Context: an optimization exercise on an open-source flow, tuned for small area, a short achievable clock period and few clock cycles. The choices shown serve that exercise and are no tape-out recipe. At most, simulation tests tie the RTL to the original design; equivalence was not proved. No driver is modelled on the clock port, so clock power and skew are understated where the tree is cut down; a real chip needs a root buffer or a tree. Power and IR drop assume default switching activity.

// AxisCrcChecker
module AxisCrcChecker(
  input        clock,
  input        reset,
  output       io_AxisSlv_ready,
  input        io_AxisSlv_valid,
  input        io_AxisSlv_bits_Tlast,
  input  [7:0] io_AxisSlv_bits_Tdata,
  input        io_AxisMst_ready,
  output       io_AxisMst_valid,
  output       io_AxisMst_bits_Tlast,
  output [7:0] io_AxisMst_bits_Tdata
);
  localparam N  = 1024;           
  localparam LW = 5;              
  localparam LR = 5;              
  localparam KW = N >> LW;        
  localparam KR = N >> LR;        
  localparam [LR-1:0] RC = {LR{1'b1}};  
  localparam QD = 10;             
  localparam QL = 4;
  reg        in_rdy;              
  reg        rdy_i;               
  wire       acc = io_AxisSlv_valid & rdy_i;
  reg  [7:0] crc;
  wire [7:0] crc_n;
  calc_crc u_calc_crc (.CRC_I(crc), .DATA_I(io_AxisSlv_bits_Tdata), .CRC_O(crc_n));
  wire       in_g = (crc_n == 8'h00);
  always @(posedge clock) begin
    if (reset) crc <= 8'hff;
    else if (acc) crc <= io_AxisSlv_bits_Tlast ? 8'hff : crc_n;
  end
  reg [9:0] bq0, bq1;             
  reg       b_wp, b_rp;
  reg [1:0] b_cnt;
  ...
==> module AxisCrcChecker, before the edit <==
module AxisCrcChecker(
  input        clock,
  input        reset,
  output       io_AxisSlv_ready,
  input        io_AxisSlv_valid,
  input        io_AxisSlv_bits_Tlast,
  input  [7:0] io_AxisSlv_bits_Tdata,
  input        io_AxisMst_ready,
  output       io_AxisMst_valid,
  output       io_AxisMst_bits_Tlast,
  output [7:0] io_AxisMst_bits_Tdata
);
  localparam N  = 1024;           
  localparam LW = 5;              
  localparam LR = 5;              
  localparam KW = N >> LW;        
  localparam KR = N >> LR;        
  localparam [LR-1:0] RC = {LR{1'b1}};  
  localparam QD = 10;             
  localparam QL = 4;
  reg        in_rdy;              
  reg        rdy_i;               
  wire       acc = io_AxisSlv_valid & rdy_i;
  reg  [7:0] crc;
  wire [7:0] crc_n;
  calc_crc u_calc_crc (.CRC_I(crc), .DATA_I(io_AxisSlv_bits_Tdata), .CRC_O(crc_n));
  wire       in_g = (crc_n == 8'h00);
  always @(posedge clock) begin
    if (reset) crc <= 8'hff;
    else if (acc) crc <= io_AxisSlv_bits_Tlast ? 8'hff : crc_n;
  end
  reg [9:0] bq0, bq1;             
  reg       b_wp, b_rp;
  reg [1:0] b_cnt;
  wire      b_ne = (b_cnt != 2'd0);
  wire [9:0] b_head = b_rp ? bq1 : bq0;
  wire [7:0] w_d = b_head[7:0];
  wire       w_l = b_head[8];
  wire       w_g = b_head[9];
  always @(posedge clock) begin
    if (acc & ~b_wp) bq0 <= {in_g, io_AxisSlv_bits_Tlast, io_AxisSlv_bits_Tdata};
    if (acc &  b_wp) bq1 <= {in_g, io_AxisSlv_bits_Tlast, io_AxisSlv_bits_Tdata};
  end
  reg  [9:0]  wp;
  reg  [10:0] w_id;
  reg  [10:0] r_id;
  reg  [9:0]  rp;
  reg         r_al;               
  reg  [9:0]  pk_len;             
  reg         cur_v;              
  reg  [9:0]  rem;                
  reg         lastb;              
  reg [10:0]   qq [0:QD-1];
  reg [QL-1:0] q_wp, q_rp;
  reg [QL:0]   q_cnt;
  wire [10:0]  q_head = qq[q_rp];
  wire         q_ne = (q_cnt != 0);
  wire         q_room = (q_cnt != QD);
  wire full   = (w_id[9:0] == r_id[9:0]) & (w_id[10] != r_id[10]);
  wire w_al   = (wp[LW-1:0] == 0);
  wire wr     = b_ne & w_al & ~full & (~w_l | q_room);
  wire empty  = (w_id == r_id);
  wire hold   = empty & w_al & ~wr;
  wire [9-LW:0] w_tap = wp[9:LW];
  reg        credit;
  reg  [1:0] f_used;              
  wire       rd    = cur_v & r_al & credit;
  wire       next  = ~cur_v | (rd & lastb);
  wire       load  = next & q_ne;
  wire       skip  = load & ~q_head[10];
  wire [9:0] rp_sk = rp - q_head[9:0] - rd;
  reg  [8*N-1:0] ring;
  wire [8*N-1:0] rot = {ring[8*N-9:0], ring[8*N-1:8*N-8]};
  integer k;
  always @(posedge clock) begin
    ring <= rot;
    for (k = 0; k < KW; k = k + 1)
      if (wr && w_tap == k) ring[8*(k<<LW) +: 8] <= w_d;
  end
  wire [8*KR-1:0] taps;
  genvar g;
  generate
    for (g = 0; g < KR; g = g + 1) begin : g_tap
      assign taps[8*g +: 8] = ring[8*((g<<LR)+RC) +: 8];
    end
  endgenerate
  wire [7:0] x_d = taps[8*rp[9:LR] +: 8];
  wire       x_l = lastb;
  wire       x_v = rd;
  reg pop_q;
  wire [1:0] f_next = f_used + rd - pop_q;
  always @(posedge clock) begin
    if (reset) begin
      wp <= 10'd0;
      w_id <= 11'd0;
      r_id <= 11'd0;
      rp <= 10'd1023;
      r_al <= 1'b1;
      pk_len <= 10'd0;
      cur_v <= 1'b0;
      rem <= 10'd0;
      lastb <= 1'b0;
      b_wp <= 1'b0; b_rp <= 1'b0; b_cnt <= 2'd0;
      q_wp <= 0; q_rp <= 0; q_cnt <= 0;
      in_rdy <= 1'b1;
      rdy_i <= 1'b1;
      f_used <= 2'd0;
      credit <= 1'b0;
    end else begin
      if (acc) b_wp <= ~b_wp;
      if (wr)  b_rp <= ~b_rp;
      b_cnt <= b_cnt + acc - wr;
      in_rdy <= ({1'b0, b_cnt} + in_rdy - wr) <= 3'd1;
      rdy_i <= ({1'b0, b_cnt} + rdy_i - wr) <= 3'd1;
      if (wr) begin
        w_id <= w_id + 11'd1;
        pk_len <= w_l ? 10'd0 : pk_len + 10'd1;
      end else if (~hold) wp <= wp + 10'd1;
      if (wr & w_l) begin
        qq[q_wp] <= {w_g, pk_len};
        q_wp <= (q_wp == QD - 1) ? 0 : q_wp + 1'b1;
      end
      q_cnt <= q_cnt + (wr & w_l) - load;
      if (load) q_rp <= (q_rp == QD - 1) ? 0 : q_rp + 1'b1;
      if (next) cur_v <= load & q_head[10];
      if (load) begin
        rem <= q_head[9:0];
        lastb <= (q_head[9:0] == 10'd0);
      end else if (rd) begin
        rem <= rem - 10'd1;
        lastb <= (rem == 10'd1);
      end
      if (skip) r_id <= r_id + {1'b0, q_head[9:0]} + 11'd1 + rd;
      else if (rd) r_id <= r_id + 11'd1;
      if (skip) begin
        rp <= rp_sk;
        r_al <= (rp_sk[LR-1:0] == RC);
      end else if (~rd & ~hold) begin
        rp <= rp + 10'd1;
        r_al <= (rp[LR-1:0] == RC - 1'b1);
      end
      f_used <= f_next;
      credit <= (f_next != 2'd3);
    end
  end
  reg [8:0] oq0, oq1, oq2;
  reg [1:0] oq_wp, oq_rp, oq_cnt;
  reg       o_v;
  reg [7:0] o_d;
  reg       o_l;
  wire      o_pop  = io_AxisMst_ready & (oq_cnt != 2'd0);
  wire [1:0] oq_rp1 = (oq_rp == 2'd2) ? 2'd0 : oq_rp + 2'd1;
  wire [1:0] oq_rpn = o_pop ? oq_rp1 : oq_rp;
  wire [1:0] oq_cntn = oq_cnt + x_v - o_pop;
  wire      byp    = (oq_cnt == {1'b0, o_pop});
  wire [8:0] oq_nh  = byp ? {x_l, x_d} : (oq_rpn == 2'd0) ? oq0 : (oq_rpn == 2'd1) ? oq1 : oq2;
  always @(posedge clock) begin
    if (x_v && oq_wp == 2'd0) oq0 <= {x_l, x_d};
    if (x_v && oq_wp == 2'd1) oq1 <= {x_l, x_d};
    if (x_v && oq_wp == 2'd2) oq2 <= {x_l, x_d};
    {o_l, o_d} <= oq_nh;
    if (reset) begin
      o_v <= 1'b0;
      oq_wp <= 2'd0; oq_rp <= 2'd0; oq_cnt <= 2'd0;
      pop_q <= 1'b0;
    end else begin
      pop_q <= o_pop;
      o_v <= (oq_cntn != 2'd0);
      if (x_v) oq_wp <= (oq_wp == 2'd2) ? 2'd0 : oq_wp + 2'd1;
      oq_rp <= oq_rpn;
      oq_cnt <= oq_cntn;
    end
  end
  assign io_AxisSlv_ready      = in_rdy;
  assign io_AxisMst_valid      = o_v;
  assign io_AxisMst_bits_Tdata = o_d;
  assign io_AxisMst_bits_Tlast = o_l;
endmodule
export LEC_CHECK = 0
export CAP_MARGIN = 40
export CORE_MARGIN = 2
export CORE_UTILIZATION = 60
export CTS_BUF_LIST = sky130_fd_sc_hd__clkbuf_16
export CTS_CLUSTER_DIAMETER = 100
export CTS_CLUSTER_SIZE = 30
export PLACE_DENSITY = 0.7
export SLEW_MARGIN = 40
export SYNTH_MEMORY_MAX_BITS = 16384
create_clock -name core_clock -period 15.0 [get_ports {clock}]
standard.sh (not shown) runs the stock make flow with config.mk's settings and CLKGATE_MAP_FILE= SYNTH_SCRIPT=/design/flow/synth_recipe.tcl, a recipe that flattens the netlist after the stock synthesis.
==> flow/flow/run.sh <==
#!/bin/bash
# Standard layout, with a fast buffer on every port and timing repair aimed
# below the 15 ns constraint.
set -euo pipefail
export BUFFER_PORTS_ARGS="-buffer_cell sky130_fd_sc_hd__buf_4"
export SETUP_SLACK_MARGIN=11
bash standard.sh > standard.log 2>&1
Testbench counts at the start, summed over its fixed seeds: cycles 46,150.
==> next run, changes <==
--- a/flow/design.v
+++ b/flow/design.v
@@ -33,7 +33,6 @@
   localparam QD = 10;             
   localparam QL = 4;
-  reg        in_rdy;              
-  reg        rdy_i;               
-  wire       acc = io_AxisSlv_valid & rdy_i;
+  reg        in_rdy;
+  wire       acc = io_AxisSlv_valid & in_rdy;
   reg  [7:0] crc;
   wire [7:0] crc_n;
@@ -118,5 +117,4 @@
       q_wp <= 0; q_rp <= 0; q_cnt <= 0;
       in_rdy <= 1'b1;
-      rdy_i <= 1'b1;
       f_used <= 2'd0;
       credit <= 1'b0;
@@ -126,5 +124,4 @@
       b_cnt <= b_cnt + acc - wr;
       in_rdy <= ({1'b0, b_cnt} + in_rdy - wr) <= 3'd1;
-      rdy_i <= ({1'b0, b_cnt} + rdy_i - wr) <= 3'd1;
       if (wr) begin
         w_id <= w_id + 11'd1;
@@ -158,30 +155,31 @@
     end
   end
-  reg [8:0] oq0, oq1, oq2;
-  reg [1:0] oq_wp, oq_rp, oq_cnt;
   reg       o_v;
   reg [7:0] o_d;
   reg       o_l;
-  wire      o_pop  = io_AxisMst_ready & (oq_cnt != 2'd0);
-  wire [1:0] oq_rp1 = (oq_rp == 2'd2) ? 2'd0 : oq_rp + 2'd1;
-  wire [1:0] oq_rpn = o_pop ? oq_rp1 : oq_rp;
-  wire [1:0] oq_cntn = oq_cnt + x_v - o_pop;
-  wire      byp    = (oq_cnt == {1'b0, o_pop});
-  wire [8:0] oq_nh  = byp ? {x_l, x_d} : (oq_rpn == 2'd0) ? oq0 : (oq_rpn == 2'd1) ? oq1 : oq2;
+  reg [8:0] oq0, oq1;
+  reg       oq_wp, oq_rp;
+  reg [1:0] oq_cnt;
+  wire      o_load = ~o_v | io_AxisMst_ready;
+  wire      oq_ne  = (oq_cnt != 2'd0);
+  wire [8:0] oq_head = oq_rp ? oq1 : oq0;
+  wire      oq_pop  = o_load & oq_ne;
+  wire      oq_push = x_v & ~(o_load & ~oq_ne);
   always @(posedge clock) begin
-    if (x_v && oq_wp == 2'd0) oq0 <= {x_l, x_d};
-    if (x_v && oq_wp == 2'd1) oq1 <= {x_l, x_d};
-    if (x_v && oq_wp == 2'd2) oq2 <= {x_l, x_d};
-    {o_l, o_d} <= oq_nh;
+    if (oq_push & ~oq_wp) oq0 <= {x_l, x_d};
+    if (oq_push &  oq_wp) oq1 <= {x_l, x_d};
     if (reset) begin
       o_v <= 1'b0;
-      oq_wp <= 2'd0; oq_rp <= 2'd0; oq_cnt <= 2'd0;
+      oq_wp <= 1'b0; oq_rp <= 1'b0; oq_cnt <= 2'd0;
       pop_q <= 1'b0;
     end else begin
-      pop_q <= o_pop;
-      o_v <= (oq_cntn != 2'd0);
-      if (x_v) oq_wp <= (oq_wp == 2'd2) ? 2'd0 : oq_wp + 2'd1;
-      oq_rp <= oq_rpn;
-      oq_cnt <= oq_cntn;
+      pop_q <= o_v & io_AxisMst_ready;
+      if (o_load) begin
+        o_v <= oq_ne | x_v;
+        {o_l, o_d} <= oq_ne ? oq_head : {x_l, x_d};
+      end
+      if (oq_push) oq_wp <= ~oq_wp;
+      if (oq_pop)  oq_rp <= ~oq_rp;
+      oq_cnt <= oq_cnt + oq_push - oq_pop;
     end
   end
Effect: Cell area drops by 0.84%. Flip-flop and latch count drops by 12. Total power drops by 0.96%. Setup slack loses 44 ps. Wire length drops by 1.4%. Hold slack barely changes. Sequential power hardly moves. Clock skew barely changes. Die area drops by 0.78%. Synthesized cell count climbs by 1.5%. Register-to-register slack loses 110 ps. Cell count climbs by 0.72%. Fmax drops by 0.98%. Clock power is about the same.
Function not checked in the second run of this note: the RTL went through the layout flow alone.

* * *

AxisCrcChecker, a different RTL version from the one above (not shown whole).
For scale: roughly 9,200 cells after synthesis, ~8,400 flip-flops, about 180,000 um2 of cells after synthesis.
clock: 15.0 ns
lec_check: 0
cap_margin: 40
core_margin: 2
core_utilization: 60
cts_buf_list: sky130_fd_sc_hd__clkbuf_16
cts_cluster_diameter: 100
cts_cluster_size: 30
place_density: 0.7
slew_margin: 40
synth_memory_max_bits: 16384
==> flow/flow/run.sh <==
#!/bin/bash
# Standard layout with these changes:
#  - the pins of each AXI4-Stream port are kept together (pins.tcl), and every
#    port gets a fast buffer (buf_4) instead of the default choice; timing
#    repair aims below the 15 ns constraint;
#  - during global placement, each flip-flop that drives an output port is
#    held next to its pin (placeio_early.tcl, unfix.tcl); after placement each
#    output port's buffer and its flip-flop are moved next to the pin
#    (placeio.tcl);
#  - after clock tree synthesis, the clock tree is rebuilt as a balanced tree
#    of four levels of inverters, the top level's four cells on the clock port
#    (ctree.tcl, ctree_build.tcl).
set -euo pipefail
export BUFFER_PORTS_ARGS="-buffer_cell sky130_fd_sc_hd__buf_4"
export SETUP_SLACK_MARGIN=11
export PRE_IO_PLACEMENT_TCL=$PWD/flow/pins.tcl
export PLACE_PINS_ARGS="-min_distance 8"
RES=orfs/results/$FLOW_PLATFORM/AxisCrcChecker/base
bash standard.sh $PWD/$RES/3_2_place_iop.odb > standard_iop.log 2>&1
openroad -no_init -exit flow/placeio_early.tcl > placeio_early.log 2>&1
bash standard.sh $PWD/$RES/3_3_place_gp.odb > standard_gp.log 2>&1
openroad -no_init -exit flow/unfix.tcl > unfix.log 2>&1
bash standard.sh place > standard_place.log 2>&1
openroad -no_init -exit flow/placeio.tcl > placeio.log 2>&1
bash standard.sh cts > standard_cts.log 2>&1
openroad -no_init -exit flow/ctree.tcl > ctree.log 2>&1
bash standard.sh > standard_finish.log 2>&1
Other scripts of this flow, unchanged in this note and not shown: flow/flow/ctree.tcl, flow/flow/ctree_build.tcl, flow/flow/pins.tcl, flow/flow/placeio.tcl, flow/flow/placeio_early.tcl, flow/flow/unfix.tcl
Testbench counts at the start, summed over its fixed seeds: cycles 46,406.
Rerun with:
--- a/flow/design.v
+++ b/flow/design.v
@@ -53,37 +53,37 @@
   reg  [9:0]  rem;                
   reg         lastb;              
   reg [10:0]   qq [0:QS-1];
   reg [QL-1:0] q_wp, q_rp;
   reg [QL:0]   q_cnt;               
   reg [10:0]   q_head;
   reg          q_ne;
   wire         q_room = ~(q_ne & q_cnt[QL]);
   wire         qq_ne = (q_cnt != 0);
+  wire eq     = (rp == wpm);
+  wire full   = eq & wfull;
+  wire w_al   = (wpm[LW-1:0] == {LW{1'b1}});
+  wire wr     = b_ne & w_al & (~full | rd | skip) & (~w_l | q_room);
+  wire empty  = eq & ~wfull;
+  wire hold   = empty & w_al & ~wr;
+  wire [9-LW:0] w_tap = wpm[9:LW];    
   reg        credit;              
   wire       head_good = q_ne & q_head[10];
   wire       h_one = (q_head[9:0] == 10'd0);
   wire       rd_c  = cur_v & r_al & credit;
   wire       rd_l  = ~cur_v & head_good & r_al & credit;
   wire       rd    = rd_c | rd_l;
   wire       next  = ~cur_v | (rd_c & lastb);
   wire       load  = q_ne & (~cur_v | (rd_c & lastb & q_head[10]));
+  wire       q_push    = wr & w_l;
+  wire       q_to_head = q_push & ~qq_ne & (~q_ne | load);
   wire       skip  = q_ne & ~cur_v & ~q_head[10];
   wire [9:0] rp_sk = rp - q_head[9:0];
-  wire eq     = (rp == wpm);
-  wire full   = eq & wfull;
-  wire w_al   = (wpm[LW-1:0] == {LW{1'b1}});
-  wire wr     = b_ne & w_al & (~full | rd | skip) & (~w_l | q_room);
-  wire empty  = eq & ~wfull;
-  wire hold   = empty & w_al & ~wr;
-  wire [9-LW:0] w_tap = wpm[9:LW];    
-  wire       q_push    = wr & w_l;
-  wire       q_to_head = q_push & ~qq_ne & (~q_ne | load);
   reg  [8*N-1:0] ring;
   wire [8*N-1:0] rot = {ring[8*N-9:0], ring[8*N-1:8*N-8]};
   integer k;
   always @(posedge clock) begin
     ring <= rot;
     for (k = 0; k < KW; k = k + 1)
       if (wr && w_tap == k) ring[8*(((k+1)<<LW) % N) +: 8] <= w_d;
   end
   wire [8*KR-1:0] taps;
After rerunning: Sequential power barely changes. Wire length does not change. Total power stays the same. Flip-flop and latch count is unchanged. Worst hold slack does not change. First-iteration DRC count is unchanged. Final area does not change. Final cell count stays the same. Clock power is about the same. Synthesized cell count is unchanged.
Testbench counts after the change, summed over its fixed seeds: cycles 46,406.
No run of this note takes its clock network from TritonCTS; it comes from the design's own scripts or RTL.

[port drivers added, routing unchanged]
The results above use ideal ports. As a check the final layouts listed here were re-extracted and re-timed, cells and wires unchanged. Step 1, drivers: a clkbuf_16 drives clock and a buf_2 each remaining input, both assumed. Step 2 also shifts input and output timing later by t, the mid clock arrival at the registers, as if the neighbouring blocks saw the same clock. Three values: ideal ports, drivers, drivers and shift; two values: the first two.
| run | t (ns) | setup slack, ns | hold WS [ns] | latest minus earliest clock arrival (ns) | worst data-port slew with drivers (ns) |
|---|---|---|---|---|---|
| the first run of note 1 | 1.004 | 10.539 / 10.447 / 10.080 | 0.290 / 0.290 / 0.290 | 0.069 / 0.069 | 0.27 |
| the second run of note 1 | 1.002 | 10.495 / 10.402 / 10.356 | 0.292 / 0.292 / 0.292 | 0.067 / 0.067 | 0.33 |
| the first run of note 2 | 0.691 | 11.169 / 10.875 / 10.881 | 0.302 / 0.301 / 0.301 | 0.059 / 0.060 | 0.06 |
| the second run of note 2 | 0.691 | 11.169 / 10.875 / 10.881 | 0.302 / 0.301 / 0.301 | 0.059 / 0.060 | 0.06 |
After both steps every run listed still meets setup and hold. For the first run of note 1, which loses most, drivers alone change the setup slack by -0.092 ns; drivers and shift together by -0.459 ns.
